Background: an optimization exercise with open tools, aiming at small area, a short achievable clock period and few clock cycles per item. Do not read the settings as production practice.
At most, simulation tests tie the RTL to the original design; equivalence was not proved.
The RTL of runs 1 and 2 was laid out without a check of its function.
Power is estimated from default activity; no workload was simulated.

**flow/design.v**
```verilog
module ALU_top(
    input soc_clk,
    input reset,
    input [31:0] ALU_dat1,
    input [31:0] ALU_dat2,
    input [5:0] Instruction_from_CU,
    output ALU_overflow,
    output ALU_con_met,
    output ALU_zero,
    output ALU_err,
    output ALU_ready,
    output [31:0] ALU_out,
    output ALU_accept
);
    reg busy;
    always @(posedge soc_clk) begin
        if (reset) busy <= 1'b0;
        else       busy <= ~busy;
    end
    assign ALU_accept = ~busy;
    assign ALU_ready  = busy;
    assign ALU_err    = 1'b0;
    wire [31:0] a = ALU_dat1;
    wire [31:0] b = ALU_dat2;
    wire [5:0]  c = Instruction_from_CU;
    wire is_beq  = (c == 6'd4);
    wire is_bne  = (c == 6'd5);
    wire is_blt  = (c == 6'd6);
    wire is_bge  = (c == 6'd7);
    wire is_bltu = (c == 6'd8);
    wire is_bgeu = (c == 6'd9);
    wire is_add  = (c == 6'd18) | (c == 6'd27);
    wire is_sub  = (c == 6'd28);
    wire is_sll  = (c == 6'd24) | (c == 6'd29);
    wire is_srl  = (c == 6'd25) | (c == 6'd33);
    wire is_sra  = (c == 6'd26) | (c == 6'd34);
    wire is_slt  = (c == 6'd19) | (c == 6'd30);
    wire is_sltu = (c == 6'd20) | (c == 6'd31);
    wire is_xor  = (c == 6'd21) | (c == 6'd32);
    wire is_or   = (c == 6'd22) | (c == 6'd35);
    wire is_and  = (c == 6'd23) | (c == 6'd36);
    wire do_sub = ~c[5] & (~c[4] | (c[3] & c[2]) | (~c[3] & ~c[2] & c[1] & c[0]) |
                           (~c[3] & c[2] & ~c[1] & ~c[0]));
    wire [31:0] bx = b ^ {32{do_sub}};
    wire [31:0] p  = a ^ bx;
    wire [31:0] g  = a & bx;
    wire [31:0] G0 = {g[31:1], g[0] | (p[0] & do_sub)};
    wire [31:0] P0 = p;
    wire [31:0] G1, P1;
    assign G1[0] = G0[0];
    assign P1[0] = P0[0];
    assign G1[1] = G0[1] | (P0[1] & G0[0]);
    assign P1[1] = P0[1] & P0[0];
    assign G1[2] = G0[2];
    assign P1[2] = P0[2];
    assign G1[3] = G0[3] | (P0[3] & G0[2]);
    assign P1[3] = P0[3] & P0[2];
    assign G1[4] = G0[4];
    assign P1[4] = P0[4];
    assign G1[5] = G0[5] | (P0[5] & G0[4]);
    assign P1[5] = P0[5] & P0[4];
    assign G1[6] = G0[6];
    assign P1[6] = P0[6];
    assign G1[7] = G0[7] | (P0[7] & G0[6]);
    assign P1[7] = P0[7] & P0[6];
    assign G1[8] = G0[8];
    assign P1[8] = P0[8];
    assign G1[9] = G0[9] | (P0[9] & G0[8]);
    assign P1[9] = P0[9] & P0[8];
    assign G1[10] = G0[10];
    assign P1[10] = P0[10];
    assign G1[11] = G0[11] | (P0[11] & G0[10]);
    assign P1[11] = P0[11] & P0[10];
    assign G1[12] = G0[12];
    assign P1[12] = P0[12];
    assign G1[13] = G0[13] | (P0[13] & G0[12]);
    assign P1[13] = P0[13] & P0[12];
    assign G1[14] = G0[14];
    assign P1[14] = P0[14];
    assign G1[15] = G0[15] | (P0[15] & G0[14]);
    assign P1[15] = P0[15] & P0[14];
    assign G1[16] = G0[16];
    assign P1[16] = P0[16];
    assign G1[17] = G0[17] | (P0[17] & G0[16]);
    assign P1[17] = P0[17] & P0[16];
    assign G1[18] = G0[18];
    assign P1[18] = P0[18];
    assign G1[19] = G0[19] | (P0[19] & G0[18]);
    assign P1[19] = P0[19] & P0[18];
    assign G1[20] = G0[20];
    assign P1[20] = P0[20];
    assign G1[21] = G0[21] | (P0[21] & G0[20]);
    assign P1[21] = P0[21] & P0[20];
    assign G1[22] = G0[22];
    assign P1[22] = P0[22];
    assign G1[23] = G0[23] | (P0[23] & G0[22]);
    assign P1[23] = P0[23] & P0[22];
    assign G1[24] = G0[24];
    assign P1[24] = P0[24];
    assign G1[25] = G0[25] | (P0[25] & G0[24]);
    assign P1[25] = P0[25] & P0[24];
    assign G1[26] = G0[26];
    assign P1[26] = P0[26];
    assign G1[27] = G0[27] | (P0[27] & G0[26]);
    assign P1[27] = P0[27] & P0[26];
    assign G1[28] = G0[28];
    assign P1[28] = P0[28];
    assign G1[29] = G0[29] | (P0[29] & G0[28]);
    assign P1[29] = P0[29] & P0[28];
    assign G1[30] = G0[30];
    assign P1[30] = P0[30];
    assign G1[31] = G0[31] | (P0[31] & G0[30]);
    assign P1[31] = P0[31] & P0[30];
    wire [31:0] G2, P2;
    assign G2[0] = G1[0];
    assign P2[0] = P1[0];
    assign G2[1] = G1[1];
    assign P2[1] = P1[1];
    assign G2[2] = G1[2] | (P1[2] & G1[1]);
    assign P2[2] = P1[2] & P1[1];
    assign G2[3] = G1[3] | (P1[3] & G1[1]);
    assign P2[3] = P1[3] & P1[1];
    assign G2[4] = G1[4];
    assign P2[4] = P1[4];
    assign G2[5] = G1[5];
    assign P2[5] = P1[5];
    assign G2[6] = G1[6] | (P1[6] & G1[5]);
    assign P2[6] = P1[6] & P1[5];
    assign G2[7] = G1[7] | (P1[7] & G1[5]);
    assign P2[7] = P1[7] & P1[5];
    assign G2[8] = G1[8];
    assign P2[8] = P1[8];
    assign G2[9] = G1[9];
    assign P2[9] = P1[9];
    assign G2[10] = G1[10] | (P1[10] & G1[9]);
    assign P2[10] = P1[10] & P1[9];
    assign G2[11] = G1[11] | (P1[11] & G1[9]);
    assign P2[11] = P1[11] & P1[9];
    assign G2[12] = G1[12];
    assign P2[12] = P1[12];
    assign G2[13] = G1[13];
    assign P2[13] = P1[13];
    assign G2[14] = G1[14] | (P1[14] & G1[13]);
    assign P2[14] = P1[14] & P1[13];
    assign G2[15] = G1[15] | (P1[15] & G1[13]);
    assign P2[15] = P1[15] & P1[13];
    assign G2[16] = G1[16];
    assign P2[16] = P1[16];
    assign G2[17] = G1[17];
    assign P2[17] = P1[17];
    assign G2[18] = G1[18] | (P1[18] & G1[17]);
    assign P2[18] = P1[18] & P1[17];
    assign G2[19] = G1[19] | (P1[19] & G1[17]);
    assign P2[19] = P1[19] & P1[17];
    assign G2[20] = G1[20];
    assign P2[20] = P1[20];
    assign G2[21] = G1[21];
    assign P2[21] = P1[21];
    assign G2[22] = G1[22] | (P1[22] & G1[21]);
    assign P2[22] = P1[22] & P1[21];
    assign G2[23] = G1[23] | (P1[23] & G1[21]);
    assign P2[23] = P1[23] & P1[21];
    assign G2[24] = G1[24];
    assign P2[24] = P1[24];
    assign G2[25] = G1[25];
    assign P2[25] = P1[25];
    assign G2[26] = G1[26] | (P1[26] & G1[25]);
    assign P2[26] = P1[26] & P1[25];
    assign G2[27] = G1[27] | (P1[27] & G1[25]);
    assign P2[27] = P1[27] & P1[25];
    assign G2[28] = G1[28];
    assign P2[28] = P1[28];
    assign G2[29] = G1[29];
    assign P2[29] = P1[29];
    assign G2[30] = G1[30] | (P1[30] & G1[29]);
    assign P2[30] = P1[30] & P1[29];
    assign G2[31] = G1[31] | (P1[31] & G1[29]);
    assign P2[31] = P1[31] & P1[29];
    wire [31:0] G3, P3;
    assign G3[0] = G2[0];
    assign P3[0] = P2[0];
    assign G3[1] = G2[1];
    assign P3[1] = P2[1];
    assign G3[2] = G2[2];
    assign P3[2] = P2[2];
    assign G3[3] = G2[3];
    assign P3[3] = P2[3];
    assign G3[4] = G2[4] | (P2[4] & G2[3]);
    assign P3[4] = P2[4] & P2[3];
    assign G3[5] = G2[5] | (P2[5] & G2[3]);
    assign P3[5] = P2[5] & P2[3];
    assign G3[6] = G2[6] | (P2[6] & G2[3]);
    assign P3[6] = P2[6] & P2[3];
    assign G3[7] = G2[7] | (P2[7] & G2[3]);
    assign P3[7] = P2[7] & P2[3];
    assign G3[8] = G2[8];
    assign P3[8] = P2[8];
    assign G3[9] = G2[9];
    assign P3[9] = P2[9];
    assign G3[10] = G2[10];
    assign P3[10] = P2[10];
    assign G3[11] = G2[11];
    assign P3[11] = P2[11];
    assign G3[12] = G2[12] | (P2[12] & G2[11]);
    assign P3[12] = P2[12] & P2[11];
    assign G3[13] = G2[13] | (P2[13] & G2[11]);
    assign P3[13] = P2[13] & P2[11];
    assign G3[14] = G2[14] | (P2[14] & G2[11]);
    assign P3[14] = P2[14] & P2[11];
    assign G3[15] = G2[15] | (P2[15] & G2[11]);
    assign P3[15] = P2[15] & P2[11];
    assign G3[16] = G2[16];
    assign P3[16] = P2[16];
    assign G3[17] = G2[17];
    assign P3[17] = P2[17];
    assign G3[18] = G2[18];
    assign P3[18] = P2[18];
    assign G3[19] = G2[19];
    assign P3[19] = P2[19];
    assign G3[20] = G2[20] | (P2[20] & G2[19]);
    assign P3[20] = P2[20] & P2[19];
    assign G3[21] = G2[21] | (P2[21] & G2[19]);
    assign P3[21] = P2[21] & P2[19];
    assign G3[22] = G2[22] | (P2[22] & G2[19]);
    assign P3[22] = P2[22] & P2[19];
    assign G3[23] = G2[23] | (P2[23] & G2[19]);
    assign P3[23] = P2[23] & P2[19];
    assign G3[24] = G2[24];
    assign P3[24] = P2[24];
    assign G3[25] = G2[25];
    assign P3[25] = P2[25];
    assign G3[26] = G2[26];
    assign P3[26] = P2[26];
    assign G3[27] = G2[27];
    assign P3[27] = P2[27];
    assign G3[28] = G2[28] | (P2[28] & G2[27]);
    assign P3[28] = P2[28] & P2[27];
    assign G3[29] = G2[29] | (P2[29] & G2[27]);
    assign P3[29] = P2[29] & P2[27];
    assign G3[30] = G2[30] | (P2[30] & G2[27]);
    assign P3[30] = P2[30] & P2[27];
    assign G3[31] = G2[31] | (P2[31] & G2[27]);
    assign P3[31] = P2[31] & P2[27];
    wire [31:0] G4, P4;
    assign G4[0] = G3[0];
    assign P4[0] = P3[0];
    assign G4[1] = G3[1];
    assign P4[1] = P3[1];
    assign G4[2] = G3[2];
    assign P4[2] = P3[2];
    assign G4[3] = G3[3];
    assign P4[3] = P3[3];
    assign G4[4] = G3[4];
    assign P4[4] = P3[4];
    assign G4[5] = G3[5];
    assign P4[5] = P3[5];
    assign G4[6] = G3[6];
    assign P4[6] = P3[6];
    assign G4[7] = G3[7];
    assign P4[7] = P3[7];
    assign G4[8] = G3[8] | (P3[8] & G3[7]);
    assign P4[8] = P3[8] & P3[7];
    assign G4[9] = G3[9] | (P3[9] & G3[7]);
    assign P4[9] = P3[9] & P3[7];
    assign G4[10] = G3[10] | (P3[10] & G3[7]);
    assign P4[10] = P3[10] & P3[7];
    assign G4[11] = G3[11] | (P3[11] & G3[7]);
    assign P4[11] = P3[11] & P3[7];
    assign G4[12] = G3[12] | (P3[12] & G3[7]);
    assign P4[12] = P3[12] & P3[7];
    assign G4[13] = G3[13] | (P3[13] & G3[7]);
    assign P4[13] = P3[13] & P3[7];
    assign G4[14] = G3[14] | (P3[14] & G3[7]);
    assign P4[14] = P3[14] & P3[7];
    assign G4[15] = G3[15] | (P3[15] & G3[7]);
    assign P4[15] = P3[15] & P3[7];
    assign G4[16] = G3[16];
    assign P4[16] = P3[16];
    assign G4[17] = G3[17];
    assign P4[17] = P3[17];
    assign G4[18] = G3[18];
    assign P4[18] = P3[18];
    assign G4[19] = G3[19];
    assign P4[19] = P3[19];
    assign G4[20] = G3[20];
    assign P4[20] = P3[20];
    assign G4[21] = G3[21];
    assign P4[21] = P3[21];
    assign G4[22] = G3[22];
    assign P4[22] = P3[22];
    assign G4[23] = G3[23];
    assign P4[23] = P3[23];
    assign G4[24] = G3[24] | (P3[24] & G3[23]);
    assign P4[24] = P3[24] & P3[23];
    assign G4[25] = G3[25] | (P3[25] & G3[23]);
    assign P4[25] = P3[25] & P3[23];
    assign G4[26] = G3[26] | (P3[26] & G3[23]);
    assign P4[26] = P3[26] & P3[23];
    assign G4[27] = G3[27] | (P3[27] & G3[23]);
    assign P4[27] = P3[27] & P3[23];
    assign G4[28] = G3[28] | (P3[28] & G3[23]);
    assign P4[28] = P3[28] & P3[23];
    assign G4[29] = G3[29] | (P3[29] & G3[23]);
    assign P4[29] = P3[29] & P3[23];
    assign G4[30] = G3[30] | (P3[30] & G3[23]);
    assign P4[30] = P3[30] & P3[23];
    assign G4[31] = G3[31] | (P3[31] & G3[23]);
    assign P4[31] = P3[31] & P3[23];
    wire [31:0] G5, P5;
    assign G5[0] = G4[0];
    assign P5[0] = P4[0];
    assign G5[1] = G4[1];
    assign P5[1] = P4[1];
    assign G5[2] = G4[2];
    assign P5[2] = P4[2];
    assign G5[3] = G4[3];
    assign P5[3] = P4[3];
    assign G5[4] = G4[4];
    assign P5[4] = P4[4];
    assign G5[5] = G4[5];
    assign P5[5] = P4[5];
    assign G5[6] = G4[6];
    assign P5[6] = P4[6];
    assign G5[7] = G4[7];
    assign P5[7] = P4[7];
    assign G5[8] = G4[8];
    assign P5[8] = P4[8];
    assign G5[9] = G4[9];
    assign P5[9] = P4[9];
    assign G5[10] = G4[10];
    assign P5[10] = P4[10];
    assign G5[11] = G4[11];
    assign P5[11] = P4[11];
    assign G5[12] = G4[12];
    assign P5[12] = P4[12];
    assign G5[13] = G4[13];
    assign P5[13] = P4[13];
    assign G5[14] = G4[14];
    assign P5[14] = P4[14];
    assign G5[15] = G4[15];
    assign P5[15] = P4[15];
    assign G5[16] = G4[16] | (P4[16] & G4[15]);
    assign P5[16] = P4[16] & P4[15];
    assign G5[17] = G4[17] | (P4[17] & G4[15]);
    assign P5[17] = P4[17] & P4[15];
    assign G5[18] = G4[18] | (P4[18] & G4[15]);
    assign P5[18] = P4[18] & P4[15];
    assign G5[19] = G4[19] | (P4[19] & G4[15]);
    assign P5[19] = P4[19] & P4[15];
    assign G5[20] = G4[20] | (P4[20] & G4[15]);
    assign P5[20] = P4[20] & P4[15];
    assign G5[21] = G4[21] | (P4[21] & G4[15]);
    assign P5[21] = P4[21] & P4[15];
    assign G5[22] = G4[22] | (P4[22] & G4[15]);
    assign P5[22] = P4[22] & P4[15];
    assign G5[23] = G4[23] | (P4[23] & G4[15]);
    assign P5[23] = P4[23] & P4[15];
    assign G5[24] = G4[24] | (P4[24] & G4[15]);
    assign P5[24] = P4[24] & P4[15];
    assign G5[25] = G4[25] | (P4[25] & G4[15]);
    assign P5[25] = P4[25] & P4[15];
    assign G5[26] = G4[26] | (P4[26] & G4[15]);
    assign P5[26] = P4[26] & P4[15];
    assign G5[27] = G4[27] | (P4[27] & G4[15]);
    assign P5[27] = P4[27] & P4[15];
    assign G5[28] = G4[28] | (P4[28] & G4[15]);
    assign P5[28] = P4[28] & P4[15];
    assign G5[29] = G4[29] | (P4[29] & G4[15]);
    assign P5[29] = P4[29] & P4[15];
    assign G5[30] = G4[30] | (P4[30] & G4[15]);
    assign P5[30] = P4[30] & P4[15];
    assign G5[31] = G4[31] | (P4[31] & G4[15]);
    assign P5[31] = P4[31] & P4[15];
    wire [31:0] cg = G5;    
    wire        pall = P5[31];    
    wire [31:0] sum = p ^ {cg[30:0], do_sub};
    wire ltu = ~cg[31];                            
    wire lts = (a[31] ^ b[31]) ? a[31] : sum[31];  
    wire eq  = pall;                               
    wire ovf = (a[31] == bx[31]) & (sum[31] != a[31]);
    wire [31:0] a_rev;
    wire [31:0] sh_r, sh_rev;
    genvar gi;
    generate
        for (gi = 0; gi < 32; gi = gi + 1) begin : REV
            assign a_rev[gi]  = a[31-gi];
            assign sh_rev[gi] = sh_r[31-gi];
        end
    endgenerate
    wire [31:0] sh_in = is_sll ? a_rev : a;
    wire        fill  = is_sra & a[31];
    wire [31:0] r0 = b[0] ? {fill, sh_in[31:1]} : sh_in;
    wire [31:0] r1 = b[1] ? {{2{fill}}, r0[31:2]} : r0;
    wire [31:0] r2 = b[2] ? {{4{fill}}, r1[31:4]} : r1;
    wire [31:0] r3 = b[3] ? {{8{fill}}, r2[31:8]} : r2;
    assign sh_r = b[4] ? {{16{fill}}, r3[31:16]} : r3;
    wire [31:0] res =
        ({32{is_add | is_sub}} & sum) |
        ({32{is_sll}} & sh_rev) |
        ({32{is_srl | is_sra}} & sh_r) |
        ({32{is_xor | is_or}} & p) |
        ({32{is_and | is_or}} & g) |
        {31'd0, (is_slt & lts) | (is_sltu & ltu)};
    wire cm = (is_beq & eq) | (is_bne & ~eq) | (is_blt & lts) | (is_bge & ~lts) |
              (is_bltu & ltu) | (is_bgeu & ~ltu);
    reg [31:0] out_r;
    reg        ovf_r, cm_r;
    always @(posedge soc_clk) begin
        out_r <= res;
        ovf_r <= (is_add | is_sub) & ovf;
        cm_r  <= cm;
    end
    assign ALU_out      = out_r;
    assign ALU_overflow = ovf_r;
    assign ALU_con_met  = cm_r;
    assign ALU_zero     = ~|out_r;
endmodule
```
**flow/flow/run.sh**
```bash
#!/bin/bash
# Standard ORFS layout (the standard.sh), with plain buf_2 port buffers and a
# setup margin so that the repair steps size the logic for a shorter period.
set -euo pipefail
bash standard.sh "BUFFER_PORTS_ARGS=-buffer_cell sky130_fd_sc_hd__buf_2" SETUP_SLACK_MARGIN=8.5 finish > standard.log 2>&1
```
**flow/standard.sh**
```bash
#!/bin/bash
# synth_recipe.tcl (not shown) runs the flow's synth.tcl, then flattens the netlist and writes it again
# the make line also repeats each setting of config.mk as NAME=value (left out here)
make -C /OpenROAD-flow-scripts/flow DESIGN_CONFIG=/design/flow/config.mk WORK_HOME=/design/flow/orfs CLKGATE_MAP_FILE= SYNTH_SCRIPT=/design/flow/synth_recipe.tcl "${@:-finish}"
```
**flow/config.mk**
```make
export PLATFORM = sky130hd
export DESIGN_NAME = ALU_top
export DESIGN_NICKNAME = ALU_top
export VERILOG_FILES = /design/flow/design.v
export SDC_FILE = /design/flow/constraint.sdc
export NUM_CORES = 4
export LEC_CHECK = 0
export CAP_MARGIN = 20
export CORE_MARGIN = 2
export CORE_UTILIZATION = 40
export SLEW_MARGIN = 20
```
**flow/constraint.sdc**
```tcl
create_clock -name core_clock -period 14.0 [get_ports {soc_clk}]
set_input_delay 2.8000 -clock core_clock [delete_from_list [all_inputs] [get_ports {soc_clk}]]
set_output_delay 2.8000 -clock core_clock [all_outputs]
set_load 0.01 [all_outputs]
```
==> results of run 1 <==
-- final cells by class --
class                   count  area [um^2]  area share
multi-input cells         628         5867      0.7007
repair buffers            184         1314      0.1569
flip-flops and latches     35        700.7     0.08368
well taps                 188        235.2     0.02809
clock buffers               5        125.1     0.01494
clock inverters             3        67.56    0.008069
inverters                  16        63.81    0.007621
-- stage by stage --
| stage | power (mW) | hold slack, ps | area, um^2 | setup slack (ps) | utilization |
|---|---|---|---|---|---|
| after floorplan | 0.3249 | 453.7 | 6247 | 7902 | - |
| after global placement | 0.4156 | 416.2 | 6765 | 6925 | 0.4500 |
| after detailed placement | 0.4181 | 431.1 | 6765 | 6797 | 0.4500 |
| after CTS | 0.6188 | 439.0 | 7779 | 8041 | 0.5174 |
| after global routing | 0.7021 | 462.8 | 8373 | 7803 | 0.5570 |
| final | 0.6759 | 432.8 | 8373 | 7902 | 0.5570 |
-- cell usage in the layout, fill, tap and decap left out, drive strengths merged, types with 5 or more instances in the layout --
| master | n |
|---|---|
| a31oi | 10 |
| nor4 | 10 |
| nand3b | 5 |
| a222oi | 8 |
| nand2 | 71 |
| o31ai | 5 |
| ha | 32 |
| mux2 | 5 |
| mux2i | 27 |
| a21o | 13 |
| nand3 | 12 |
| a221o | 7 |
| o21a | 10 |
| nor3 | 16 |
| a22oi | 8 |
| a211oi | 6 |
| or3 | 6 |
| fa | 5 |
| nor2 | 55 |
| buf | 183 |
| dfxtp | 35 |
| nand2b | 12 |
| mux4 | 43 |
| xnor2 | 9 |
| xor2 | 38 |
| nand4 | 7 |
| o21ai | 43 |
| clkbuf | 6 |
| o2111ai | 8 |
| inv | 15 |
| a211o | 5 |
| a21oi | 45 |
| o221ai | 7 |
| o211ai | 9 |
| nor2b | 5 |
| nor3b | 9 |
| and3 | 6 |
| a221oi | 14 |
-- final timing paths --
| kind | from | to | slack, ps | cells past startpoint |
|---|---|---|---|---|
| max reg2reg | busy | busy | 13500 | 1 |
| min reg2reg | busy | busy | 430 | 1 |
| max | Instruction_from_CU[2] | out_r[16] | 7900 | 16 |
| min | busy | busy | 430 | 1 |
-- logic make-up after synthesis --
group,Yosys count,share of synthesized area
AO/OA/AOI/OAI,237,0.2770
AND/OR/NAND/NOR,229,0.1887
multiplexers,75,0.2130
buffers and inverters,75,0.05412
XOR/XNOR,47,0.06895
adder cells (fa/ha/maj),37,0.08232
flip-flops,35,0.1152
other,1,0.0006168
-- power by group --
group          switching (mW)  internal, mW  total [mW]
Combinational           0.230         0.179       0.409
Clock                  0.0475         0.102       0.150
Sequential            0.00603         0.111       0.117
-- registers in the layout (all words and copies together) (netlist names) --
signal  cells
out_r      32
busy        1
cm_r        1
ovf_r       1
-- layer usage --
| metal | vias up | routed length, um | GRT usage |
|---|---|---|---|
| li1 | 3160 | - | - |
| met2 | 487 | 12540 | 0.5181 |
| met1 | 3532 | 11550 | 0.4591 |
| met4 | 0 | 1559 | 0.1338 |
| met5 | - | 0 | 0 |
| met3 | 84 | 3195 | 0.08710 |
-- what timing repair did --
| action | CTS | global route |
|---|---|---|
| endpoints found under the hold margin | 0 | 0 |
| setup buffers | 43 | 23 |
| setup endpoints to repair | 34 | 34 |
| gates cloned | 2 | 1 |
| gates resized for setup | 95 | 83 |
| pin swaps | 60 | 66 |
-- critical path: cells and delay by family --
family	cells	cell delay, ps
adder cells (fa/ha/maj)	2	550
AO/OA/AOI/OAI	4	1220
buffers and inverters	4	510
AND/OR/NAND/NOR	5	950
XOR/XNOR	1	190
==> metrics.yaml, run 1 <==
cts_num_sinks: 35
ioPinCount: 110
antenna_left: 0
vias: 7263
htree_levels: 2
dp.cells: 982
path_class: "in -> reg"
synthTopCellsByArea: "mux4_2 16%, dfxtp_1 12%, ha_1 6.6%"
hold_buffers: 0
avgSynthCellArea_um2: 8.260
max-cap-violations: 0
async_flop_share: 0
synth_common_cells: "69 x nand2_1, 54 x nor2_1, 45 x a21oi_1"
vias_per_cell: 6.858
antennaDiodeCount: 0
hold_violations: 0
rsz0062_at_grt: "true"
netlist_instances: 736
outcome: "complete, no violations"
grt_pass1_wl_mm: 41.34
crit_path_end_kind: "register"
worstPathArrival_ps: 6220
layoutNonFillerInstCount: 1059
ir_worst_vdd_v: 0.00004954
clock_skew_ps: 0
slew_headroom: 0.2235
p_per_area_nw_per_um2: 80.72
finalSetupTns_ps: 0
worst_pin_slew_ps: 1165
clk_latency_ps: 280
tritoncts: "yes"
crit_fanout: 5
leakagePower_nw: 3.394
yosysWarnings: 1
yosys.area.top_type: "mux4_2"
clockBufferDepth: 2
portBuffers: 108
cts-root-buf: "clkbuf_16"
die_h_um: 127.3
synth_most_common_cell: "nand2_1"
antenna_found_initial: 0
slowest_delay_ps: 470
core_area_um2: 15030
grt-ovfl-total: 0
die_width_um: 127.3
finalMaxSlewViolations: 0
grt_pass1_vias: 6624
fin_crit_sh: 0.4356
grt_max_degree: 47
critPathLaunchType: "primary input"
synthDistinctLibCells: 74
hold_class: "reg -> reg"
clk_pin_slew_ps: 60
synth_nets: 845
synth_top_area_frac: 0.1593
cts_made_buffers: 5
area_growth_pct: 37.72
final_nets: 979
synth_edf_count: 0
final_layout_size_suffix_gt1_frac: 0.4145
dieArea_um2: 16200
gp_congestion: 1.037
drt-total-wl_mm: 28.85
crit_chain: "buf_12 -> nand2b_4 -> or3b_4 -> a31oi_4 -> buf_6 -> buf_12 -> xor2_1 -> ha_2 -> and4_1 -> a221o_2 -> buf_6 -> nor2_4 -> fa_2 -> nor2_1 -> a221oi_2 -> o2111ai_2"
worstPathRequired_ps: 14120
clock.fmax_mhz: 164.0
grtUsageTotal: 0.3389
hpwl_mm: 21.16
syn-cell-area_um2: 6080
min_period_ps: 6098
synth_top_flop_cell: "dfxtp_1"
drc_errors: 0
synth_seq_cells: 35
worst_path_max_delay_cell: "a221o_2"
finalSetupViolations: 0
seq_area_frac_synth: 0.1153
dr.first_iter.drc_count: 927
fillers: 1357
firstDrtPassIters: 6
rows: 45
wl_per_cell_um: 27.24
initial_utilization: 0.4044
==> inputs of run 2 (changes only) <==
--- a/flow/config.mk
+++ b/flow/config.mk
@@ -6,4 +6,5 @@
 export NUM_CORES = 4
 export LEC_CHECK = 0
+export ABC_AREA = 1
 export CAP_MARGIN = 20
 export CORE_MARGIN = 2
==> run 2 against run 1 <==
Against the previous run: highest routed layer unchanged; still clean; wire length down 7.3%; via count increased by 12%; area after synthesis grew 1.4%; sequential power barely moved; synthesized cell count rose by 47%; non-clock buffer count decreased by 39; critical endpoint unchanged; combinational power down 18%; global-route usage fell by 2.6 points; sequential share of layout area rose by 0.84 points; die area up 1.4%; setup slack better by 520 ps; clock-buffer cell count grew 1.
==> metrics.yaml, run 2 <==
hold_violations: 0  # unchanged
antennaDiodeCount: 0  # unchanged
layoutNonFillerInstCount: 1361  # +29%
pre_cts_slack_ps: 7183  # +385.6 ps
yosys.area.top_type: "nand3_1"
reg2reg_depth: 1  # unchanged
seq_area_frac_synth: 0.1137  # -0.001591
synth_common_cells: "376 x nand3_1, 237 x nand2_1, 75 x inv_1"
vias: 8126  # +12%
drc_errors: 0  # unchanged
synth_top_area_frac: 0.3053  # +0.1460
antenna_left: 0  # unchanged
rr_startpoint: "busy"
fin_crit_sh: 0.3983  # -0.03726
htree_levels: 2  # unchanged
ir_worst_vdd_v: 0.00004485  # -9.5%
clock.fmax_mhz: 179.3  # +9.4%
core_area_um2: 15150  # +0.75%
min_period_ps: 5577  # -521.6 ps
power_mw: 0.5657  # -16%
hpwl_mm: 20.12  # -4.9%
yosysWarnings: 1  # unchanged
drt-total-wl_mm: 26.74  # -7.3%
syn-cell-area_um2: 6165  # +1.4%
final_layout_size_suffix_gt1_frac: 0.2208  # -0.1937
largest-register: "out_r"
final_nets: 1281  # +31%
final_cell_mix: "365 x nand3_1, 220 x nand2_1, 103 x buf_2, 71 x inv_1, 35 x dfxtp_1"
dr.first_iter.drc_count: 995  # +7.3%
die_width_um: 128.1  # +0.68%
crit_fanout: 8  # +3
crit_chain: "buf_8 -> nor2_4 -> inv_2 -> nor2_4 -> o21ai_4 -> buf_12 -> buf_12 -> buf_16 -> xor2_2 -> ha_1 -> nand3_2 -> nand2_2 -> nand2_2 -> nand2_4 -> nand3_4 -> nand2_4 -> inv_2 -> fa_1 -> nor2_2 -> a221oi_2 -> nand3_1"
cts-root-buf: "clkbuf_16"
slew_headroom: 0.4438  # +0.2203
outcome: "complete, no violations"
wl_per_cell_um: 19.65  # -28%
timing.rr.end: "busy"
hold_buffers: 0  # unchanged
largest_reg_flops: 32  # unchanged
synthTopCellsByArea: "nand3_1 31%, nand2_1 14%, dfxtp_1 11%"
crit_path_end_kind: "register"
grt_pass1_vias: 6970  # +5.2%
rows: 45  # unchanged
final_common_cell: "nand3_1"
path_class: "in -> reg"
synth_top_flop_cell: "dfxtp_1"
clk_latency_ps: 280  # about the same
hold_class: "reg -> reg"
dieArea_um2: 16420  # +1.4%
reg2reg_slack_ps: 13510  # about the same
finalSetupTns_ps: 0  # unchanged
dp.cells: 1322  # +35%
hold_end: "busy"
tritoncts: "yes"
clk_pin_slew_ps: 60  # about the same
synthDistinctLibCells: 43  # -42%
worst_path_max_delay_cell: "fa_1"
antenna_found_initial: 0  # unchanged
worstPathArrival_ps: 5730  # -490 ps
post-route-util: 0.5023  # -0.05470
portBuffers: 108  # unchanged
hp-start: "busy"
netlist_instances: 1079  # +47%
firstDrtPassIters: 8  # +2
gp_congestion: 1.019  # -1.7%
rsz0062_at_grt: "true"
critPathLaunchType: "primary input"
cts_num_sinks: 35  # unchanged
hold_depth: 1  # unchanged
cts_made_buffers: 5  # unchanged
synth_nets: 1188  # +41%
worstPathRequired_ps: 14150  # +30 ps
area_growth_pct: 23.40
slowest_delay_ps: 500  # +30 ps
worst_pin_slew_ps: 833.4  # -331.4 ps
clockBufferDepth: 2  # unchanged
die_h_um: 128.1  # +0.68%
grt-ovfl-total: 0  # unchanged
initial_utilization: 0.4070  # +0.002611
finalSetupViolations: 0  # unchanged
synth_seq_cells: 35  # unchanged
max-cap-violations: 0  # unchanged
finalMaxSlewViolations: 0  # unchanged
synth_edf_count: 0  # unchanged
clock_skew_ps: 0  # unchanged
grt_max_degree: 63  # +34%
grtUsageTotal: 0.3129  # -0.02608
ioPinCount: 110  # unchanged
vias_per_cell: 5.971  # -13%
timing.final.ws_setup_ps: 8423  # +521.6 ps
p_per_area_nw_per_um2: 74.36  # -7.9%
grt_pass1_wl_mm: 39.46  # -4.6%
avgSynthCellArea_um2: 5.713  # -31%
synth_most_common_cell: "nand3_1"
async_flop_share: 0  # unchanged
leakagePower_nw: 3.690  # +8.7%
## run 2: cell count changes in the layout (fill, tap and decap cells not counted), sizes merged, moves of 21 or more
cell,delta
buf,-41
inv,+69
mux2i,-27
mux4,-43
nand2,+180
nand3,+368
xnor2,+21
xor2,-32
## run 2: metal layers
layer | up-vias | GRT usage | wire length (um)
li1 | 3932 | - | -
met1 | 3682 | 0.4311 | 11320
met2 | 453 | 0.4810 | 11880
met3 | 59 | 0.05092 | 2338
met4 | 0 | 0.1364 | 1207
met5 | - | 0 | 0
## run 2: worst max path at each step
stage,slack (ps),from,endpoint
finish,8420,Instruction_from_CU[1],out_r[16]
detailed placement,7180,ALU_dat2[1],out_r[16]
global placement,7290,ALU_dat2[1],out_r[16]
CTS,8440,Instruction_from_CU[1],out_r[16]
global route,8340,Instruction_from_CU[1],out_r[16]
floorplan,8510,Instruction_from_CU[0],out_r[16]
## run 2: area by class of cell
cell class	count	area (um^2)
fill	1554	7538
multi-input combinational	898	5240
timing repair buffer	145	948.4
sequential	35	700.7
inverter	87	341.6
tap	188	235.2
clock buffer	6	128.9
clock inverter	2	12.51
## run 2: worst max-delay path, delay by kind of cell
| family | cells | cell delay, ps |
|---|---|---|
| AND/OR/NAND/NOR | 10 | 970 |
| adder cells (fa/ha/maj) | 2 | 860 |
| buffers and inverters | 6 | 640 |
| AO/OA/AOI/OAI | 2 | 310 |
| XOR/XNOR | 1 | 140 |
## run 2: metrics by stage
step	hold slack, ps	area [um^2]
floorplan	453.7	6226
global placement	414.9	6731
detailed placement	423.6	6746
CTS	431.3	7136
global route	462.4	7607
finish	428.7	7607
## run 2: power by group
group          total [mW]  switching, mW  internal (mW)
Sequential          0.115        0.00525          0.109
Combinational       0.336          0.211          0.125
Clock               0.115         0.0489         0.0659
Total               0.566          0.265          0.301
## run 2: what timing repair did
item	in CTS	in global routing
resized for setup	29	80
pin swaps	7	36
cloned	2	1
setup buffers	10	18
endpoints found under the setup margin	34	28
## run 2: cells by family after synthesis
group                    share of synthesized area
AND/OR/NAND/NOR                             0.5401
XOR/XNOR                                   0.05115
buffers and inverters                       0.1005
flip-flops                                  0.1137
AO/OA/AOI/OAI                               0.1128
adder cells (fa/ha/maj)                    0.08119
other                                    0.0006083
==> inputs of run 3 (changes only) <==
--- a/flow/design.v
+++ b/flow/design.v
@@ -40,6 +40,6 @@
     wire is_or   = (c == 6'd22) | (c == 6'd35);
     wire is_and  = (c == 6'd23) | (c == 6'd36);
-    wire do_sub = ~c[5] & (~c[4] | (c[3] & c[2]) | (~c[3] & ~c[2] & c[1] & c[0]) |
-                           (~c[3] & c[2] & ~c[1] & ~c[0]));
+    wire do_sub = is_sub | is_beq | is_bne | is_blt | is_bge | is_bltu | is_bgeu |
+                  is_slt | is_sltu;
     wire [31:0] bx = b ^ {32{do_sub}};
     wire [31:0] p  = a ^ bx;
==> run 3 against run 2 <==
Against the previous run: power rose by 8.1%; flip-flop and latch count did not move; die area fell by 1.9%; synthesized cell count fell by 1.9%; critical path type unchanged; critical endpoint unchanged; largest cell class unchanged; highest routed layer unchanged.
==> metrics.yaml, run 3 <==
outcome: "complete, no violations"
p_per_area_nw_per_um2: 77.93  # +4.8%
grt_pass1_wl_mm: 39.19  # -0.70%
antennaDiodeCount: 0  # unchanged
final_nets: 1279  # -0.16%
finalMaxSlewViolations: 0  # unchanged
synth_top_flop_cell: "dfxtp_1"
pre_cts_slack_ps: 7143  # -39.82 ps
switching_share: 0.4515  # -0.01716
final_layout_size_suffix_gt1_frac: 0.2639  # +0.04308
grt_pass1_vias: 7020  # +0.72%
final_cell_mix: "331 x nand3_1, 227 x nand2_1, 104 x buf_2, 69 x inv_1, 42 x buf_4"
synth_most_common_cell: "nand3_1"
netlist_instances: 1059  # -1.9%
crit_family: "simple AND/OR/NAND/NOR gates"
ioPinCount: 110  # unchanged
clock.fmax_mhz: 166.6  # -7.1%
cts_num_sinks: 35  # unchanged
power_mw: 0.6117  # +8.1%
dpl_cell_area_um2: 6604  # -2.1%
synth_seq_cells: 35  # unchanged
hold_violations: 0  # unchanged
tritoncts: "yes"
fin_crit_sh: 0.4289  # +0.03052
worstPathRequired_ps: 14160  # about the same
drc_errors: 0  # unchanged
critPathLaunchType: "primary input"
min_period_ps: 6004  # +427.3 ps
largest_reg_flops: 32  # unchanged
cts_made_buffers: 5  # unchanged
fillers: 1498  # -3.6%
largest-register: "out_r"
die_width_um: 126.9  # -0.96%
gp_congestion: 0.9367  # -8.1%
syn-cell-area_um2: 6043  # -2.0%
finalSetupTns_ps: 0  # unchanged
area_growth_pct: 29.88
rsz0062_at_grt: "true"
portBuffers: 108  # unchanged
grt_max_degree: 71  # +13%
synthTopCellsByArea: "nand3_1 29%, nand2_1 16%, dfxtp_1 12%"
core_area_um2: 14640  # -3.3%
drt-total-wl_mm: 26.33  # -1.5%
p_sw_mw: 0.2762  # +4.2%
yosys.area.top_type: "nand3_1"
htree_levels: 2  # unchanged
wl_per_cell_um: 19.43  # -1.1%
ir_worst_vdd_v: 0.00004720  # +5.2%
initial_utilization: 0.4127  # +0.005658
synth_nets: 1168  # -1.7%
vias_per_cell: 5.955  # -0.26%
dieArea_um2: 16110  # -1.9%
grt-ovfl-total: 0  # unchanged
clk_pin_slew_ps: 60  # about the same
die_h_um: 126.9  # -0.96%
crit_chain: "buf_12 -> inv_16 -> nor2_8 -> inv_4 -> nor2_2 -> a32oi_1 -> nand3b_1 -> buf_6 -> or3_4 -> xor2_1 -> ha_1 -> nand2_2 -> nor2_4 -> nand2_4 -> nand3_4 -> nand2_4 -> nand2_4 -> inv_4 -> fa_2 -> nor2_2 -> a221oi_2 -> nand3_1"
clkPwrFrac: 0.220  # +0.017
crit_path_end_kind: "register"
grtUsageTotal: 0.3104  # -0.002442
slew_headroom: 0.2835  # -0.1603
cp.buffers_inverters: 5  # -1
yosysWarnings: 1  # unchanged
comb_power_share: 0.592  # -0.002
hpwl_mm: 18.76  # -6.8%
internal_power_mw: 0.3355  # +12%
dr.first_iter.drc_count: 936  # -5.9%
synth_common_cells: "346 x nand3_1, 263 x nand2_1, 74 x inv_1"
seq_area_frac_synth: 0.1159  # +0.002283
avgSynthCellArea_um2: 5.707  # -0.12%
clock_skew_ps: 0  # unchanged
antenna_found_initial: 1  # +1
async_flop_share: 0  # unchanged
worstPathArrival_ps: 6160  # +430 ps
synthDistinctLibCells: 47  # +9.3%
worst_pin_slew_ps: 1074  # +240.2 ps
rows: 44  # -2.2%
synth_edf_count: 0  # unchanged
crit_path_frequent_cell: "nand2_4"
design_area_um2: 7849  # +3.2%
crit_fanout: 8  # unchanged
final_common_cell: "nand3_1"
slowest_delay_ps: 530  # +30 ps
cts-root-buf: "clkbuf_16"
leakagePower_nw: 3.863  # +4.7%
hold_ws_ps: 425.2  # -3.413 ps
worst_path_max_delay_cell: "or3_4"
finalSetupViolations: 0  # unchanged
synth_top_area_frac: 0.2865  # -0.01871
vias: 8069  # -0.70%
timing.final.ws_setup_ps: 7996  # -427.3 ps
p_seq_frac: 0.188  # -0.015
firstDrtPassIters: 5  # -3
antenna_left: 0  # unchanged
clk_latency_ps: 280  # about the same
max-cap-violations: 0  # unchanged
path_class: "in -> reg"
hold_class: "reg -> reg"
clockBufferDepth: 2  # unchanged
run 3: cell types whose count changed in the layout (fill, tap and decap cells not counted), sizes merged, moves of 5 or more:
| cell | before | now |
|---|---|---|
| nand2 | 251 | 270 |
| nand3 | 380 | 349 |
| buf | 142 | 160 |
| xnor2 | 30 | 5 |
| nand3b | 9 | 14 |
| xor2 | 6 | 32 |
| inv | 84 | 79 |
run 3: per-layer routing:
| layer | vias up | track usage | wire length, um |
|---|---|---|---|
| met3 | 79 | 0.04007 | 2501 |
| li1 | 3879 | - | - |
| met5 | - | 0 | 0 |
| met1 | 3681 | 0.4233 | 10910 |
| met4 | 0 | 0.1176 | 1347 |
| met2 | 430 | 0.5000 | 11570 |
run 3: logic make-up after synthesis:
group / synth area share
other: 0.0006205
buffers and inverters: 0.09917
xor gates and xnor gates: 0.05362
adders and majority gates: 0.08282
and+or+nand+nor: 0.5402
DFF: 0.1159
AOI/OAI and AO/OA: 0.1077
run 3: final timing paths:
path | startpoint | to | slack [ps] | cells past startpoint
max reg2reg | busy | busy | 13510 | 1
max | Instruction_from_CU[4] | out_r[16] | 8000 | 22
min reg2reg | busy | busy | 430 | 1
min | busy | busy | 430 | 1
run 3: power groups by stage:
stage	Combinational, mW	Clock (mW)	Sequential (mW)
after floorplan	0.191	0	0.121
after global placement	0.272	0	0.117
after detailed placement	0.273	0	0.117
after CTS	0.321	0.133	0.115
after global routing	0.393	0.138	0.116
final	0.362	0.135	0.115
run 3: metrics by stage:
step | util | cells
2_1_floorplan | - | 1059
3_3_place_gp | 0.4510 | 1296
3_5_place_dp | 0.4510 | 1296
4_1_cts | 0.5127 | 1345
5_1_grt | 0.5360 | 1355
6_report | 0.5360 | 1355
run 3: repair_timing:
action                                  CTS  global route
gates resized for setup                 114            62
pin swaps                                49            45
cloned                                    4             0
hold buffers                              0             0
buffers inserted                         37            10
endpoints found under the setup margin   34            33
run 3: area by class of cell:
cell class / instances / area [um^2] / share of cell area
multi-input cells: 889 / 5424 / 0.6911
well taps: 184 / 230.2 / 0.02933
clock buffers: 6 / 138.9 / 0.01769
inverters: 79 / 317.8 / 0.04049
repair buffers: 160 / 1002 / 0.1277
flip-flops and latches: 35 / 700.7 / 0.08927
clock inverters: 2 / 35.03 / 0.004464
Testbench counts of run 3, summed over its fixed seeds: cycles 24,000, items 12,000.
==> inputs of run 4 (changes only) <==
--- a/flow/config.mk
+++ b/flow/config.mk
@@ -6,5 +6,4 @@
 export NUM_CORES = 4
 export LEC_CHECK = 0
-export ABC_AREA = 1
 export CAP_MARGIN = 20
 export CORE_MARGIN = 2
==> run 4 against run 3 <==
Against the previous run: via count is 11% lower; sequential power hardly changed; flip-flop and latch count stayed put; clock-buffer cell count stayed put; clock power is 17% lower; fmax is 1.1% lower.
==> metrics.yaml, run 4 <==
clock_skew_ps: 0  # unchanged
synthDistinctLibCells: 70  # +49%
dpl_cell_area_um2: 6728  # +1.9%
hold_buffers: 0  # unchanged
worstPathArrival_ps: 6230  # +70 ps
yosysWarnings: 1  # unchanged
synth_top_area_frac: 0.1846  # -0.1020
netlist_instances: 708  # -33%
ioPinCount: 110  # unchanged
max-cap-violations: 0  # unchanged
worstPathRequired_ps: 14160  # about the same
synth_nets: 817  # -30%
seq_area_um2: 700.7  # unchanged
cts_num_sinks: 35  # unchanged
finalMaxSlewViolations: 0  # unchanged
grt-ovfl-total: 0  # unchanged
synth_edf_count: 0  # unchanged
synth_most_common_cell: "nand2_1"
reg2reg_depth: 1  # unchanged
wl_per_cell_um: 27.47  # +41%
firstDrtPassIters: 7  # +2
final_nets: 949  # -26%
htree_levels: 2  # unchanged
fin_crit_sh: 0.4336  # +0.004734
grt_pass1_wl_mm: 41.09  # +4.9%
gp_congestion: 0.9734  # +3.9%
power_mw: 0.6222  # +1.7%
vias_per_cell: 6.984  # +17%
final_layout_size_suffix_gt1_frac: 0.4190  # +0.1552
yosys.area.top_type: "mux4_2"
synth_top_flop_cell: "dfxtp_1"
hold_end: "busy"
path_class: "in -> reg"
largest-register: "out_r"
fillers: 1296  # -13%
timing.rr.end: "busy"
antennaDiodeCount: 0  # unchanged
final_cell_mix: "102 x buf_2, 51 x nand2_1, 49 x mux4_2, 49 x buf_4, 46 x nor2_1"
grt_max_degree: 42  # -41%
async_flop_share: 0  # unchanged
final_common_cell: "buf_2"
core_area_um2: 14590  # -0.38%
min_period_ps: 6070  # +66.28 ps
dieArea_um2: 15940  # -1.0%
p_per_area_nw_per_um2: 76.76  # -1.5%
antenna_found_initial: 1  # unchanged
hpwl_mm: 20.77  # +11%
grt_pass1_vias: 6605  # -5.9%
hold_class: "reg -> reg"
drt-total-wl_mm: 28.13  # +6.8%
finalSetupTns_ps: 0  # unchanged
grtUsageTotal: 0.3381  # +0.02773
reg2reg_slack_ps: 13520  # about the same
clk_pin_slew_ps: 60  # about the same
dr.first_iter.drc_count: 962  # +2.8%
synth_common_cells: "55 x nand2_1, 51 x nor2_1, 49 x mux4_2"
slew_headroom: 0.3733  # +0.08978
ir_worst_vdd_v: 0.00004476  # -5.2%
rsz0062_at_grt: "true"
rows: 44  # unchanged
leakagePower_nw: 3.356  # -13%
vias: 7152  # -11%
seq_area_frac_synth: 0.1172  # +0.001237
antenna_left: 0  # unchanged
hold_violations: 0  # unchanged
avgSynthCellArea_um2: 8.446  # +48%
drc_errors: 0  # unchanged
initial_utilization: 0.4099  # -0.002817
largest_reg_flops: 32  # unchanged
clockBufferDepth: 2  # unchanged
hp-start: "busy"
die_width_um: 126.3  # -0.51%
tritoncts: "yes"
finalSetupViolations: 0  # unchanged
die_h_um: 126.3  # -0.51%
clock.fmax_mhz: 164.7  # -1.1%
synthTopCellsByArea: "mux4_2 18%, dfxtp_1 12%, ha_1 6.7%"
design_area_um2: 8105  # +3.3%
crit_fanout: 12  # +4
outcome: "complete, no violations"
rr_startpoint: "busy"
multi_input_area_um2: 5720  # +5.5%
critPathLaunchType: "primary input"
syn-cell-area_um2: 5979  # -1.1%
hold_depth: 1  # unchanged
area_growth_pct: 35.55
portBuffers: 108  # unchanged
cts-root-buf: "clkbuf_16"
crit_path_end_kind: "register"
worst_pin_slew_ps: 936.6  # -136.9 ps
cts_made_buffers: 5  # unchanged
clk_latency_ps: 280  # about the same
synth_seq_cells: 35  # unchanged
-- run 4: area by class of cell --
class / instances / area share
Timing Repair Buffer: 175 / 0.1561
Sequential cell: 35 / 0.08645
Inverter: 10 / 0.005557
Multi-Input combinational cell: 613 / 0.7058
Tap cell: 184 / 0.02840
Clock buffer: 6 / 0.01713
Clock inverter: 1 / 0.0006175
-- run 4: kinds of logic (layout without fill, tap and decap cells) --
kind of cell | Yosys count | count (layout) | synth area share
flops | 35 | 35 | 0.1172
xor+xnor | 45 | 45 | 0.06591
buf+inv | 61 | 192 | 0.04038
simple gates | 221 | 222 | 0.1908
fa+ha+maj | 37 | 37 | 0.08370
compound gates | 236 | 236 | 0.2775
other cells | 1 | 1 | 0.0006271
mux | 72 | 72 | 0.2239
-- run 4: worst max-delay path: stages --
cell and delay [ps]:
buf_12 110, nor2_4 110, nand2_4 60, nand3_2 60
o21ai_1 60, nand2_1 80, o21ai_2 80, nor2_4 150
buf_12 190, xor2_1 80, ha_1 400, and4_4 280
and2_4 180, o21ai_4 70, nand2_4 90, inv_4 50
fa_2 520, nor2_1 40, a221o_1 330, or4_1 470
-- run 4: timing repair --
item / 4_1_cts / 5_1_grt
resized for setup: 106 / 54
buffers inserted: 45 / 10
endpoints found under the setup margin: 34 / 34
cloned: 3 / 0
pin swaps: 57 / 39
-- run 4: per-layer routing --
| layer | GRT usage | wire length [um] | up-vias |
|---|---|---|---|
| met5 | 0 | 16 | - |
| met4 | 0.1319 | 1176 | 2 |
| met3 | 0.04333 | 2554 | 63 |
| met2 | 0.5221 | 12790 | 466 |
| met1 | 0.4820 | 11590 | 3541 |
| li1 | - | - | 3080 |
-- run 4: power by group --
group / switching, mW / total (mW) / internal, mW
registers: 0.00609 / 0.117 / 0.111
logic: 0.221 / 0.394 / 0.173
clock network: 0.0422 / 0.112 / 0.0695
total: 0.269 / 0.622 / 0.353
-- run 4: how the worst max path moves through the flow --
| stage | start | endpoint | slack [ps] |
|---|---|---|---|
| 2_1_floorplan | Instruction_from_CU[3] | out_r[16] | 7840 |
| 3_3_place_gp | Instruction_from_CU[3] | out_r[0] | 7040 |
| 3_5_place_dp | Instruction_from_CU[2] | out_r[16] | 6860 |
| 4_1_cts | Instruction_from_CU[2] | out_r[0] | 7980 |
| 5_1_grt | Instruction_from_CU[2] | out_r[0] | 7810 |
| 6_report | Instruction_from_CU[2] | out_r[16] | 7930 |
-- run 4: stage by stage --
step	worst slack (ps)	utilization	hold slack, ps	cells
floorplan	7837	-	453.7	708
global placement	7037	0.4611	412.9	959
detailed placement	6856	0.4611	418.5	959
CTS	7978	0.5338	426.7	1014
global route	7806	0.5556	491.6	1024
finish	7930	0.5556	423.3	1024
==> inputs of run 5 (changes only) <==
==> flow/flow/run.sh (replaced) <==
#!/bin/bash
# Standard ORFS layout (the standard.sh), with plain buf_2 port buffers and a
# setup margin so that the repair steps size the logic for a shorter period.
set -euo pipefail
bash standard.sh "BUFFER_PORTS_ARGS=-buffer_cell sky130_fd_sc_hd__buf_2" SETUP_SLACK_MARGIN=9.0 finish > standard.log 2>&1
==> run 5 against run 4 <==
Against the previous run: sequential power barely moved; critical path type unchanged; largest cell class unchanged; via count rose by 4.6%; critical endpoint is now out_r[0]; flip-flop and latch count did not move.
==> metrics.yaml, run 5 <==
avgSynthCellArea_um2: 8.446  # unchanged
fin_crit_sh: 0.4394  # +0.005788
worstPathRequired_ps: 14160  # about the same
drt-total-wl_mm: 29.13  # +3.6%
dieArea_um2: 15940  # unchanged
area_growth_pct: 48.78
cts_num_sinks: 35  # unchanged
hold_violations: 0  # unchanged
portBuffers: 108  # unchanged
worst_pin_slew_ps: 982.0  # +45.39 ps
grt-ovfl-total: 0  # unchanged
power_mw: 0.6988  # +12%
cts-root-buf: "clkbuf_16"
drc_errors: 0  # unchanged
vias: 7482  # +4.6%
finalMaxSlewViolations: 0  # unchanged
max-cap-violations: 0  # unchanged
rows: 44  # unchanged
clk_latency_ps: 270  # about the same
antennaDiodeCount: 0  # unchanged
clkPwrFrac: 0.181  # about the same
post-route-util: 0.6098  # +0.05420
final_cell_mix: "102 x buf_2, 86 x buf_4, 49 x mux4_2, 47 x nand2_1, 44 x nor2_1"
synth_seq_cells: 35  # unchanged
rsz0062_at_grt: "true"
hpwl_mm: 20.06  # -3.4%
syn-cell-area_um2: 5979  # unchanged
comb_power_share: 0.652  # +0.019
async_flop_share: 0  # unchanged
synth_most_common_cell: "nand2_1"
synthTopCellsByArea: "mux4_2 18%, dfxtp_1 12%, ha_1 6.7%"
largest-register: "out_r"
switching_share: 0.4178  # -0.01463
ir_worst_vdd_v: 0.00005455  # +22%
rr_startpoint: "busy"
netlist_instances: 708  # unchanged
die_width_um: 126.3  # unchanged
grtUsageTotal: 0.3479  # +0.009727
synth_edf_count: 0  # unchanged
outcome: "complete, no violations"
gp_congestion: 1.019  # +4.6%
worstSetupStartpoint: "Instruction_from_CU[2]"
clk_pin_slew_ps: 60  # about the same
finalSetupViolations: 0  # unchanged
htree_levels: 2  # unchanged
path_class: "in -> reg"
p_per_area_nw_per_um2: 78.55  # +2.3%
tritoncts: "yes"
clock.fmax_mhz: 162.6  # -1.3%
ioPinCount: 110  # unchanged
hp-start: "busy"
synth_common_cells: "55 x nand2_1, 51 x nor2_1, 49 x mux4_2"
crit_fanout: 9  # -3
synth_top_flop_cell: "dfxtp_1"
p_seq_frac: 0.166  # -0.021
critPathLaunchType: "primary input"
final_common_cell: "buf_2"
hold_class: "reg -> reg"
internal_power_mw: 0.4068  # +15%
largest_reg_flops: 32  # unchanged
synth_nets: 817  # unchanged
core_area_um2: 14590  # unchanged
top_layer: "met4"
firstDrtPassIters: 6  # -1
seq_area_frac_synth: 0.1172  # unchanged
slew_headroom: 0.3453  # -0.02795
reg2reg_slack_ps: 13510  # about the same
p_sw_mw: 0.2919  # +8.5%
final_layout_size_suffix_gt1_frac: 0.4899  # +0.07084
finalSetupTns_ps: 0  # unchanged
dpl_cell_area_um2: 6777  # +0.73%
yosys.area.top_type: "mux4_2"
antenna_found_initial: 0  # -1
worstPathArrival_ps: 6310  # +80 ps
synth_top_area_frac: 0.1846  # unchanged
crit_path_end_kind: "register"
grt_max_degree: 42  # unchanged
wl_met2_mm: 12.88  # +0.66%
vias_per_cell: 6.966  # -0.26%
die_h_um: 126.3  # unchanged
yosysWarnings: 1  # unchanged
design_area_um2: 8896  # +9.8%
min_period_ps: 6151  # +81.03 ps
leakagePower_nw: 3.672  # +9.4%
cts_made_buffers: 5  # unchanged
grt_pass1_vias: 7010  # +6.1%
wl_per_cell_um: 27.13  # -1.2%
clock_skew_ps: 0  # unchanged
dr.first_iter.drc_count: 997  # +3.6%
antenna_left: 0  # unchanged
dr_wl_met3_mm: 3.064  # +20%
synthDistinctLibCells: 70  # unchanged
hold_buffers: 0  # unchanged
grt_pass1_wl_mm: 42.74  # +4.0%
wl_met1_mm: 11.39  # -1.7%
initial_utilization: 0.4099  # unchanged
final_nets: 998  # +5.2%
clockBufferDepth: 2  # unchanged
-- run 5: cell counts after synthesis --
No cell type changed its count.
-- run 5: cell families (layout without fill, tap and decap cells) --
kind of cell	Yosys count	count (layout)	share of synthesized area
xor+xnor	45	45	0.06591
compound gates	236	236	0.2775
mux	72	72	0.2239
simple gates	221	222	0.1908
other cells	1	1	0.0006271
fa+ha+maj	37	37	0.08370
buf+inv	61	242	0.04038
flops	35	35	0.1172
-- run 5: area by class of cell --
| type | instances | area, um^2 |
|---|---|---|
| Multi-Input combinational cell | 613 | 6033 |
| Tap cell | 184 | 230.2 |
| Sequential cell | 35 | 700.7 |
| Fill cell | 1203 | 5693 |
| Clock buffer | 5 | 125.1 |
| Clock inverter | 3 | 43.79 |
| Timing Repair Buffer | 224 | 1714 |
| Inverter | 10 | 48.80 |
-- run 5: metrics by stage --
step,hold WS (ps),setup slack [ps],std cells
after floorplan,453.7,7837,708
after global placement,411.2,6813,958
after detailed placement,419.6,7035,959
after CTS,427.2,7938,1056
after global routing,473.5,7748,1074
final,423.4,7849,1074
-- run 5: power groups by stage --
stage                     clock network, mW  logic (mW)  registers [mW]
after floorplan                           0       0.203           0.123
after global placement                    0       0.294           0.118
after detailed placement                  0       0.299           0.119
after CTS                             0.127       0.402           0.117
after global routing                  0.132       0.477           0.118
final                                 0.127       0.456           0.116
-- run 5: worst max-delay path, stage by stage --
cell and delay (ps):
buf_12 110, nor2b_4 120, o21ai_1 120, nand2_1 80
o21ai_2 90, nor2_4 70, buf_12 140, buf_12 120
buf_16 120, buf_4 140, buf_12 140, xor2_2 140
ha_1 320, buf_4 130, nand4_1 150, and3b_2 310
nand2_2 90, a21o_1 230, a31oi_4 270, or3_1 160
o211ai_1 100, a311o_1 340
-- run 5: timing repair --
action,CTS,global route
pin swaps,92,46
gates cloned,4,0
buffers inserted,85,18
resized for setup,169,42
endpoints found under the setup margin,34,34
-- run 5: final timing paths --
kind	end	cells past startpoint
worst max-delay path	out_r[0]	22
worst min-delay path	busy	1
worst max register to register	busy	1
worst min register to register	busy	1
-- run 5: layer usage --
layer,track usage,vias up
li1,-,3180
met1,0.4751,3637
met2,0.5376,559
met3,0.05692,106
met4,0.1668,0
met5,0,-
==> inputs of run 6 (changes only) <==
==> flow/flow/run.sh (replaced) <==
#!/bin/bash
# Standard ORFS layout (the standard.sh), with plain buf_2 port buffers and a
# setup margin so that the repair steps size the logic for a shorter period.
set -euo pipefail
bash standard.sh "BUFFER_PORTS_ARGS=-buffer_cell sky130_fd_sc_hd__buf_2" SETUP_SLACK_MARGIN=8.0 finish > standard.log 2>&1
==> run 6 against run 5 <==
Against the previous run: still clean; flip-flop and latch count did not move; critical path depth up 1; power down 13%; fmax shrank 1.0%; worst hold slack improved by 17 ps; via count decreased by 3.9%; sequential share of layout area is 1.1 points higher; clock skew did not move; final cell count decreased by 4.6%; clock-buffer cell count increased by 3; critical path type unchanged; critical endpoint is now cm_r; highest routed layer unchanged.
==> metrics.yaml, run 6 <==
outcome: "complete, no violations"
ioPinCount: 110  # unchanged
cts-root-buf: "clkbuf_16"
clock.fmax_mhz: 160.9  # -1.0%
switching_share: 0.4244  # +0.006596
seq_area_frac_synth: 0.1172  # unchanged
crit_path_frequent_cell: "buf_12"
rr_startpoint: "busy"
clk_latency_ps: 280  # about the same
timing.final.ws_setup_ps: 7786  # -62.30 ps
hold_violations: 0  # unchanged
synth_edf_count: 0  # unchanged
dr.first_iter.drc_count: 779  # -22%
dieArea_um2: 15940  # unchanged
hold_buffers: 0  # unchanged
vias_per_cell: 7.012  # +0.65%
yosys.area.top_type: "mux4_2"
slew_headroom: 0.4196  # +0.07423
crit_fanout: 8  # -1
reg2reg_slack_ps: 13500  # about the same
gp_congestion: 1.068  # +4.9%
clkPwrFrac: 0.193  # +0.012
path_class: "in -> reg"
rows: 44  # unchanged
synth_nets: 817  # unchanged
crit_chain: "buf_12 -> nor2b_4 -> o21ai_2 -> nand2_1 -> o21ai_2 -> nor2_4 -> buf_12 -> buf_12 -> buf_16 -> buf_4 -> buf_6 -> buf_8 -> xor2_1 -> ha_1 -> inv_2 -> o21bai_2 -> a221o_1 -> a22o_1 -> buf_6 -> o31ai_4 -> a31oi_1 -> o31ai_2 -> a2bb2oi_2"
hold_class: "reg -> reg"
leakagePower_nw: 3.266  # -11%
antenna_left: 0  # unchanged
reg2reg_depth: 1  # unchanged
synth_common_cells: "55 x nand2_1, 51 x nor2_1, 49 x mux4_2"
cts_num_sinks: 35  # unchanged
yosysWarnings: 1  # unchanged
final_cell_mix: "104 x buf_2, 55 x buf_4, 49 x nand2_1, 49 x mux4_2, 47 x nor2_1"
avgSynthCellArea_um2: 8.446  # unchanged
wl_per_cell_um: 26.89  # -0.88%
synth_most_common_cell: "nand2_1"
min_period_ps: 6214  # +62.30 ps
ir_worst_vdd_v: 0.00006110  # +12%
slowest_delay_ps: 380  # +40 ps
worst_pin_slew_ps: 870.6  # -111.3 ps
clock_skew_ps: 0  # unchanged
synthTopCellsByArea: "mux4_2 18%, dfxtp_1 12%, ha_1 6.7%"
cts_made_buffers: 5  # unchanged
hpwl_mm: 20.43  # +1.9%
synth_top_area_frac: 0.1846  # unchanged
setup.worst_path.end: "cm_r"
htree_levels: 2  # unchanged
pre_cts_slack_ps: 6860  # -175.5 ps
grt_max_degree: 42  # unchanged
max-cap-violations: 0  # unchanged
worst_path_max_delay_cell: "a221o_1"
largest_reg_flops: 32  # unchanged
p_seq_frac: 0.191  # +0.025
drc_errors: 0  # unchanged
design_area_um2: 7833  # -12%
final_common_cell: "buf_2"
worstPathRequired_ps: 14150  # about the same
final_layout_size_suffix_gt1_frac: 0.3876  # -0.1023
async_flop_share: 0  # unchanged
grt_pass1_vias: 6498  # -7.3%
comb_power_share: 0.615  # -0.037
synth_top_flop_cell: "dfxtp_1"
drt-total-wl_mm: 27.56  # -5.4%
vias: 7187  # -3.9%
fin_crit_sh: 0.4438  # +0.004450
tritoncts: "yes"
largest-register: "out_r"
synthDistinctLibCells: 70  # unchanged
grt-ovfl-total: 0  # unchanged
dpl_cell_area_um2: 6695  # -1.2%
finalSetupTns_ps: 0  # unchanged
synth_seq_cells: 35  # unchanged
antenna_found_initial: 0  # unchanged
die_h_um: 126.3  # unchanged
internal_power_mw: 0.3514  # -14%
finalMaxSlewViolations: 0  # unchanged
clockBufferDepth: 2  # unchanged
finalSetupViolations: 0  # unchanged
syn-cell-area_um2: 5979  # unchanged
p_sw_mw: 0.2590  # -11%
die_width_um: 126.3  # unchanged
p_per_area_nw_per_um2: 77.93  # -0.78%
area_growth_pct: 30.99
antennaDiodeCount: 0  # unchanged
core_area_um2: 14590  # unchanged
firstDrtPassIters: 6  # unchanged
critPathLaunchType: "primary input"
netlist_instances: 708  # unchanged
initial_utilization: 0.4099  # unchanged
worstSetupStartpoint: "Instruction_from_CU[2]"
final_nets: 949  # -4.9%
worstPathArrival_ps: 6370  # +60 ps
crit_path_end_kind: "register"
grtUsageTotal: 0.3251  # -0.02274
rsz0062_at_grt: "true"
timing.rr.end: "busy"
clk_pin_slew_ps: 70  # about the same
grt_pass1_wl_mm: 39.71  # -7.1%
portBuffers: 108  # unchanged
[run 6: cell type report]
| class | count | area, um^2 |
|---|---|---|
| sequential | 35 | 700.7 |
| timing repair buffer | 176 | 1226 |
| tap | 184 | 230.2 |
| fill | 1306 | 6756 |
| clock buffer | 8 | 156.4 |
| multi-input combinational | 612 | 5477 |
| inverter | 10 | 42.54 |
[run 6: critical path, delay by kind of cell]
kind,cells,cell delay (ps)
fa+ha+maj,1,340
buf+inv,9,1110
simple gates,3,290
compound gates,9,1650
xor+xnor,1,160
[run 6: timing repair]
item	in CTS	in global routing
cloned	2	0
pin swaps	42	41
buffers inserted	40	17
endpoints found under the setup margin	27	23
resized for setup	49	62
[run 6: per-layer routing]
| layer | vias up | track usage | wire [um] |
|---|---|---|---|
| li1 | 3078 | - | - |
| met1 | 3485 | 0.4417 | 10920 |
| met2 | 541 | 0.5082 | 12080 |
| met3 | 83 | 0.06712 | 3162 |
| met4 | 0 | 0.1280 | 1392 |
| met5 | - | 0 | 0 |
[run 6: stage by stage]
step                      power (mW)  cells  hold slack, ps    util
after floorplan               0.3188    708           453.7       -
after global placement        0.4074    957           419.1  0.4575
after detailed placement      0.4136    958           446.8  0.4589
after CTS                     0.5639   1008           455.6  0.5073
after global routing          0.6344   1025           466.2  0.5369
final                         0.6104   1025           440.7  0.5369
[run 6: logic make-up after synthesis]
| logic type | Yosys count | share of synthesized area |
|---|---|---|
| compound gates | 236 | 0.2775 |
| flops | 35 | 0.1172 |
| fa+ha+maj | 37 | 0.08370 |
| buf+inv | 61 | 0.04038 |
| mux | 72 | 0.2239 |
| xor+xnor | 45 | 0.06591 |
| other cells | 1 | 0.0006271 |
| simple gates | 221 | 0.1908 |
[run 6: worst min path at each step]
stage,slack [ps],endpoint,startpoint,cells past startpoint
floorplan,450,busy,busy,1
global placement,420,busy,busy,1
detailed placement,450,busy,busy,1
CTS,460,busy,busy,1
global route,470,busy,busy,1
finish,440,busy,busy,1
[run 6: power by group through the flow]
stage	Clock, mW	Combinational, mW	Sequential [mW]
6_report	0.118	0.376	0.117
5_1_grt	0.121	0.395	0.118
4_1_cts	0.118	0.329	0.117
3_5_place_dp	0	0.295	0.119
3_3_place_gp	0	0.289	0.118
2_1_floorplan	0	0.196	0.123

[static timing again, ports no longer ideal]
In the flow no input, the clock included, has a driving cell. The finished layouts below were timed again as built, in two steps. Step 1 (the two cells are an assumption about what drives the block):
set clk [get_ports {soc_clk}]
set_driving_cell -lib_cell sky130_fd_sc_hd__clkbuf_16 $clk
set_driving_cell -lib_cell sky130_fd_sc_hd__buf_2 [delete_from_list [all_inputs] $clk]
Step 2 also shifts input and output timing later by t, the mid clock arrival at the registers, as if the neighbouring blocks saw the same clock. Three values: no drivers, after step 1, after step 2; two values: the first two.
run	t, ns	setup WS [ns]	worst register clock-pin slew, ns	worst data-port slew with drivers (ns)
run 1	0.327	7.902 / 7.893 / 7.567	0.07 / 0.07	0.06
run 2	0.323	8.423 / 8.427 / 8.104	0.07 / 0.07	0.05
run 3	0.324	7.996 / 7.989 / 7.665	0.07 / 0.07	0.06
run 4	0.312	7.930 / 7.919 / 7.607	0.06 / 0.06	0.08
run 5	0.306	7.849 / 7.821 / 7.514	0.06 / 0.06	0.07
run 6	0.316	7.786 / 7.781 / 7.465	0.07 / 0.07	0.07
After both steps setup and hold are still met in every run listed.
